What follows belongs to an exercise in optimizing a design on an open flow for small area; a production flow would make more cautious choices. Only simulation tests tie the RTL to the original design; equivalence was not proved. Power and IR drop assume default switching activity.

==> inputs of willow <==
==> flow/design.v (excerpt) <==
module Pipeline_CPU(
    input clk,
    input rst,
    input [31: 0] inst_IF,
    input [31: 0] Data_in,
    output wire [31: 0] PC_out_EX,
    output wire [31: 0] PC_out_ID,
    output wire [31: 0] inst_ID,
    output wire [31: 0] PC_out_IF,
    output wire [31: 0] Addr_out,
    output wire [31: 0] Data_out,
    output wire [31: 0] Data_out_WB,
    output wire MemRW_Mem,
    output wire MemRW_EX,
    output wire [31:0] Reg00,
    output wire [31:0] Reg01,
    output wire [31:0] Reg02,
    output wire [31:0] Reg03,
    output wire [31:0] Reg04,
    output wire [31:0] Reg05,
    output wire [31:0] Reg06,
    output wire [31:0] Reg07,
    output wire [31:0] Reg08,
    output wire [31:0] Reg09,
    output wire [31:0] Reg10,
    output wire [31:0] Reg11,
    output wire [31:0] Reg12,
    output wire [31:0] Reg13,
    output wire [31:0] Reg14,
    output wire [31:0] Reg15,
    output wire [31:0] Reg16,
    output wire [31:0] Reg17,
    output wire [31:0] Reg18,
    output wire [31:0] Reg19,
    output wire [31:0] Reg20,
    output wire [31:0] Reg21,
    output wire [31:0] Reg22,
    output wire [31:0] Reg23,
    output wire [31:0] Reg24,
    output wire [31:0] Reg25,
    output wire [31:0] Reg26,
    output wire [31:0] Reg27,
    output wire [31:0] Reg28,
    output wire [31:0] Reg29,
  ...
==> module Regs_0, before the edit <==
module Regs_0(
    input clk,
    input rst,
    input [4:0] Rs1_addr,
    input [4:0] Rs2_addr,
    input [4:0] Wt_addr,
    input [31:0] Wt_data,
    input RegWrite,
    output [31:0] Rs1_data,
    output [31:0] Rs2_data,
    output [1023:0] regs_flat
    );
    reg  [1023:32] rf;
    wire [31:1] sel1, sel2;
    genvar g, k;
    generate
        for (g = 1; g < 32; g = g + 1) begin : w
            assign sel1[g] = (Rs1_addr == g);
            assign sel2[g] = (Rs2_addr == g);
            always @(posedge clk or posedge rst) begin
                if (rst)
                    rf[32*g +: 32] <= 32'b0;
                else if (RegWrite && Wt_addr == g)
                    rf[32*g +: 32] <= Wt_data;
            end
        end
    endgenerate
    assign regs_flat = {rf, 32'b0};
    generate
        for (k = 0; k < 32; k = k + 1) begin : rd
            RegRead u1 (.sel(sel1), .q0(rf[32*1+k]),  .q1(rf[32*2+k]),  .q2(rf[32*3+k]),  .q3(rf[32*4+k]),
                        .q4(rf[32*5+k]),  .q5(rf[32*6+k]),  .q6(rf[32*7+k]),  .q7(rf[32*8+k]),
                        .q8(rf[32*9+k]),  .q9(rf[32*10+k]), .q10(rf[32*11+k]), .q11(rf[32*12+k]),
                        .q12(rf[32*13+k]), .q13(rf[32*14+k]), .q14(rf[32*15+k]), .q15(rf[32*16+k]),
                        .q16(rf[32*17+k]), .q17(rf[32*18+k]), .q18(rf[32*19+k]), .q19(rf[32*20+k]),
                        .q20(rf[32*21+k]), .q21(rf[32*22+k]), .q22(rf[32*23+k]), .q23(rf[32*24+k]),
                        .q24(rf[32*25+k]), .q25(rf[32*26+k]), .q26(rf[32*27+k]), .q27(rf[32*28+k]),
                        .q28(rf[32*29+k]), .q29(rf[32*30+k]), .q30(rf[32*31+k]), .y(Rs1_data[k]));
            RegRead u2 (.sel(sel2), .q0(rf[32*1+k]),  .q1(rf[32*2+k]),  .q2(rf[32*3+k]),  .q3(rf[32*4+k]),
                        .q4(rf[32*5+k]),  .q5(rf[32*6+k]),  .q6(rf[32*7+k]),  .q7(rf[32*8+k]),
                        .q8(rf[32*9+k]),  .q9(rf[32*10+k]), .q10(rf[32*11+k]), .q11(rf[32*12+k]),
                        .q12(rf[32*13+k]), .q13(rf[32*14+k]), .q14(rf[32*15+k]), .q15(rf[32*16+k]),
                        .q16(rf[32*17+k]), .q17(rf[32*18+k]), .q18(rf[32*19+k]), .q19(rf[32*20+k]),
                        .q20(rf[32*21+k]), .q21(rf[32*22+k]), .q22(rf[32*23+k]), .q23(rf[32*24+k]),
                        .q24(rf[32*25+k]), .q25(rf[32*26+k]), .q26(rf[32*27+k]), .q27(rf[32*28+k]),
                        .q28(rf[32*29+k]), .q29(rf[32*30+k]), .q30(rf[32*31+k]), .y(Rs2_data[k]));
        end
    endgenerate
endmodule
==> module RegRead, before the edit <==
module RegRead(
    input [31:1] sel,
    input q0, q1, q2, q3, q4, q5, q6, q7, q8, q9, q10, q11, q12, q13, q14, q15,
    input q16, q17, q18, q19, q20, q21, q22, q23, q24, q25, q26, q27, q28, q29, q30,
    output y
    );
    wire [10:0] t;
    wire [2:0] u;
    g_a222oi a0 (.A1(sel[1]),  .A2(q0),  .B1(sel[2]),  .B2(q1),  .C1(sel[3]),  .C2(q2),  .Y(t[0]));
    g_a222oi a1 (.A1(sel[4]),  .A2(q3),  .B1(sel[5]),  .B2(q4),  .C1(sel[6]),  .C2(q5),  .Y(t[1]));
    g_a222oi a2 (.A1(sel[7]),  .A2(q6),  .B1(sel[8]),  .B2(q7),  .C1(sel[9]),  .C2(q8),  .Y(t[2]));
    g_a222oi a3 (.A1(sel[10]), .A2(q9),  .B1(sel[11]), .B2(q10), .C1(sel[12]), .C2(q11), .Y(t[3]));
    g_a222oi a4 (.A1(sel[13]), .A2(q12), .B1(sel[14]), .B2(q13), .C1(sel[15]), .C2(q14), .Y(t[4]));
    g_a222oi a5 (.A1(sel[16]), .A2(q15), .B1(sel[17]), .B2(q16), .C1(sel[18]), .C2(q17), .Y(t[5]));
    g_a222oi a6 (.A1(sel[19]), .A2(q18), .B1(sel[20]), .B2(q19), .C1(sel[21]), .C2(q20), .Y(t[6]));
    g_a222oi a7 (.A1(sel[22]), .A2(q21), .B1(sel[23]), .B2(q22), .C1(sel[24]), .C2(q23), .Y(t[7]));
    g_a222oi a8 (.A1(sel[25]), .A2(q24), .B1(sel[26]), .B2(q25), .C1(sel[27]), .C2(q26), .Y(t[8]));
    g_a222oi a9 (.A1(sel[28]), .A2(q27), .B1(sel[29]), .B2(q28), .C1(sel[30]), .C2(q29), .Y(t[9]));
    g_nand2  n10 (.A(sel[31]), .B(q30), .Y(t[10]));
    g_nand4  m0 (.A(t[0]), .B(t[1]), .C(t[2]),  .D(t[3]), .Y(u[0]));
    g_nand4  m1 (.A(t[4]), .B(t[5]), .C(t[6]),  .D(t[7]), .Y(u[1]));
    g_nand3  m2 (.A(t[8]), .B(t[9]), .C(t[10]), .Y(u[2]));
    g_or3    o  (.A(u[0]), .B(u[1]), .C(u[2]), .X(y));
endmodule
==> module g_or3, before the edit <==
module g_or3(input A, input B, input C, output X);
    assign X = A | B | C;
endmodule
export LEC_CHECK = 0
export CAP_MARGIN = 20
export CORE_AREA = 4 4 336 336
export DIE_AREA = 0 0 340 340
export SLEW_MARGIN = 20
create_clock -name core_clock -period 10.0 [get_ports {clk}]
standard.sh (not shown) runs the stock make flow with config.mk's settings and CLKGATE_MAP_FILE= SYNTH_SCRIPT=/design/flow/synth_recipe.tcl, a recipe that flattens the netlist after the stock synthesis.
==> flow/flow/run.sh <==
#!/bin/bash
# Own layout flow: the standard flow (standard.sh) with
#  - synthesis: the standard flow's script plus hand-mapped register-file cells (see synth.tcl),
#    with ABC mapping all adders (no full/half-adder cell extraction),
#  - the smallest buffer (buf_1) on every input and output port,
#  - clock tree without dummy loads and with small clock buffers,
set -euo pipefail
W=$PWD
F=$W/flow
python3 "$F/map_gates.py" design.v design_mapped.v > map_gates.log 2>&1
export FLOW_DIR=$F FLOW_ABC_SCRIPT=$F/abc.script FLOW_SYNTH_TCL=$W/synth_recipe.tcl
bash standard.sh \
  VERILOG_FILES="$W/design_mapped.v" \
  SYNTH_SCRIPT="$F/synth.tcl" \
  ADDER_MAP_FILE= \
  SYNTH_KEEP_MODULES=AddSub \
  "BUFFER_PORTS_ARGS=-buffer_cell sky130_fd_sc_hd__buf_1" \
  "PLACE_PINS_ARGS=-min_distance 1 -min_distance_in_tracks" \
  "CTS_ARGS=-sink_clustering_enable -repair_clock_nets -dont_use_dummy_load -sink_clustering_size 16 -sink_clustering_max_diameter 60 -buf_list {sky130_fd_sc_hd__clkbuf_4 sky130_fd_sc_hd__clkbuf_8}" \
  finish > flow.log 2>&1
==> flow/flow/adder.script <==
strash
dch -f
map -D 3000
Other scripts of this flow, unchanged in this note and not shown: flow/flow/abc.script, flow/flow/map_gates.py, flow/flow/rfmux_map.v, flow/flow/synth.tcl
==> raven: changes against willow <==
--- a/flow/design.v
+++ b/flow/design.v
@@ -87,2 +87,5 @@
     assign regs_flat = {rf, 32'b0};
+    wire [31:0] rd1n, rd2n;
+    assign Rs1_data = ~rd1n;
+    assign Rs2_data = ~rd2n;
     generate
@@ -96,3 +99,3 @@
                         .q24(rf[32*25+k]), .q25(rf[32*26+k]), .q26(rf[32*27+k]), .q27(rf[32*28+k]),
-                        .q28(rf[32*29+k]), .q29(rf[32*30+k]), .q30(rf[32*31+k]), .y(Rs1_data[k]));
+                        .q28(rf[32*29+k]), .q29(rf[32*30+k]), .q30(rf[32*31+k]), .yn(rd1n[k]));
             RegRead u2 (.sel(sel2), .q0(rf[32*1+k]),  .q1(rf[32*2+k]),  .q2(rf[32*3+k]),  .q3(rf[32*4+k]),
@@ -104,3 +107,3 @@
                         .q24(rf[32*25+k]), .q25(rf[32*26+k]), .q26(rf[32*27+k]), .q27(rf[32*28+k]),
-                        .q28(rf[32*29+k]), .q29(rf[32*30+k]), .q30(rf[32*31+k]), .y(Rs2_data[k]));
+                        .q28(rf[32*29+k]), .q29(rf[32*30+k]), .q30(rf[32*31+k]), .yn(rd2n[k]));
         end
@@ -112,3 +115,3 @@
     input q16, q17, q18, q19, q20, q21, q22, q23, q24, q25, q26, q27, q28, q29, q30,
-    output y
+    output yn
     );
@@ -130,3 +133,3 @@
     g_nand3  m2 (.A(t[8]), .B(t[9]), .C(t[10]), .Y(u[2]));
-    g_or3    o  (.A(u[0]), .B(u[1]), .C(u[2]), .X(y));
+    g_nor3   o  (.A(u[0]), .B(u[1]), .C(u[2]), .Y(yn));
 endmodule
@@ -141,4 +144,4 @@
 endmodule
-module g_or3(input A, input B, input C, output X);
-    assign X = A | B | C;
+module g_nor3(input A, input B, input C, output Y);
+    assign Y = ~(A | B | C);
 endmodule
==> flow/flow/adder.script (replaced) <==
strash
dch -f
map -D 3000
amap
==> comparison <==
raven completed with no timing, DRC or antenna violations. willow finished with timing, DRC and antenna clean.
Design area is about the same in raven and willow.
Of raven and willow, raven has the higher synthesized cell count (gap about 0.3%, measured against willow).
In willow the wire length is higher than in raven, by about 0.9%.
In sequential cell count, willow and raven do not differ.
Critical path depth: raven is lower than willow (4).
Clock power is about the same in willow and raven.
Between willow and raven, the lower clock-buffer cell count is in willow (gap 2).
==> figures <==
item                                                                 willow           raven
Run status                                                   finished clean  finished clean
Half-perimeter wire length of the detailed placement result          230 mm          228 mm
Buffers outside the clock class                                        1446            1467
Clock network fraction of total power                                 0.141           0.145
Data required time at the worst endpoint                           10710 ps        10700 ps
Global-route wire length before repair                               454 mm          451 mm
# placed instances                                                     8406            8445
XOR/XNOR Fraction of Synth Area                                      0.0100        0.000706
Per-instance average area after synthesis                          9.60 µm²        9.54 µm²
Fin worst setup slack                                               1640 ps          871 ps
Max Clk Rate                                                      0.120 GHz       0.110 GHz
Power per Cell Area                                              296 mW/mm²      289 mW/mm²
Worst setup timing slack at the placement stage                     2040 ps         1370 ps
Area of the mapped netlist                                       0.0622 mm²      0.0620 mm²
Max Clock Skew                                                       115 ps          144 ps

==> port drivers added, routing unchanged <==
Ports are ideal in the flow. The routed layouts listed here were re-timed in OpenROAD.
Step 1 (the two cells are an assumption about what drives the block):
set clk [get_ports {clk}]
set_driving_cell -lib_cell sky130_fd_sc_hd__clkbuf_16 $clk
set_driving_cell -lib_cell sky130_fd_sc_hd__buf_2 [delete_from_list [all_inputs] $clk]
Step 2 times the ports against the registers' clock, not the clock port: input delays grow and output delays shrink by t, the midpoint of the rising clock arrivals with the driver on.
Slacks: no drivers / after step 1 / after step 2; pairs: no drivers / after step 1.
run	shift t [ns]	setup WS [ns]	worst register clock-pin slew, ns
willow	0.918	1.644 / 1.644 / 1.644	0.12 / 0.12
raven	0.897	0.871 / 0.871 / 0.871	0.11 / 0.11
After both steps every run listed still meets setup and hold.
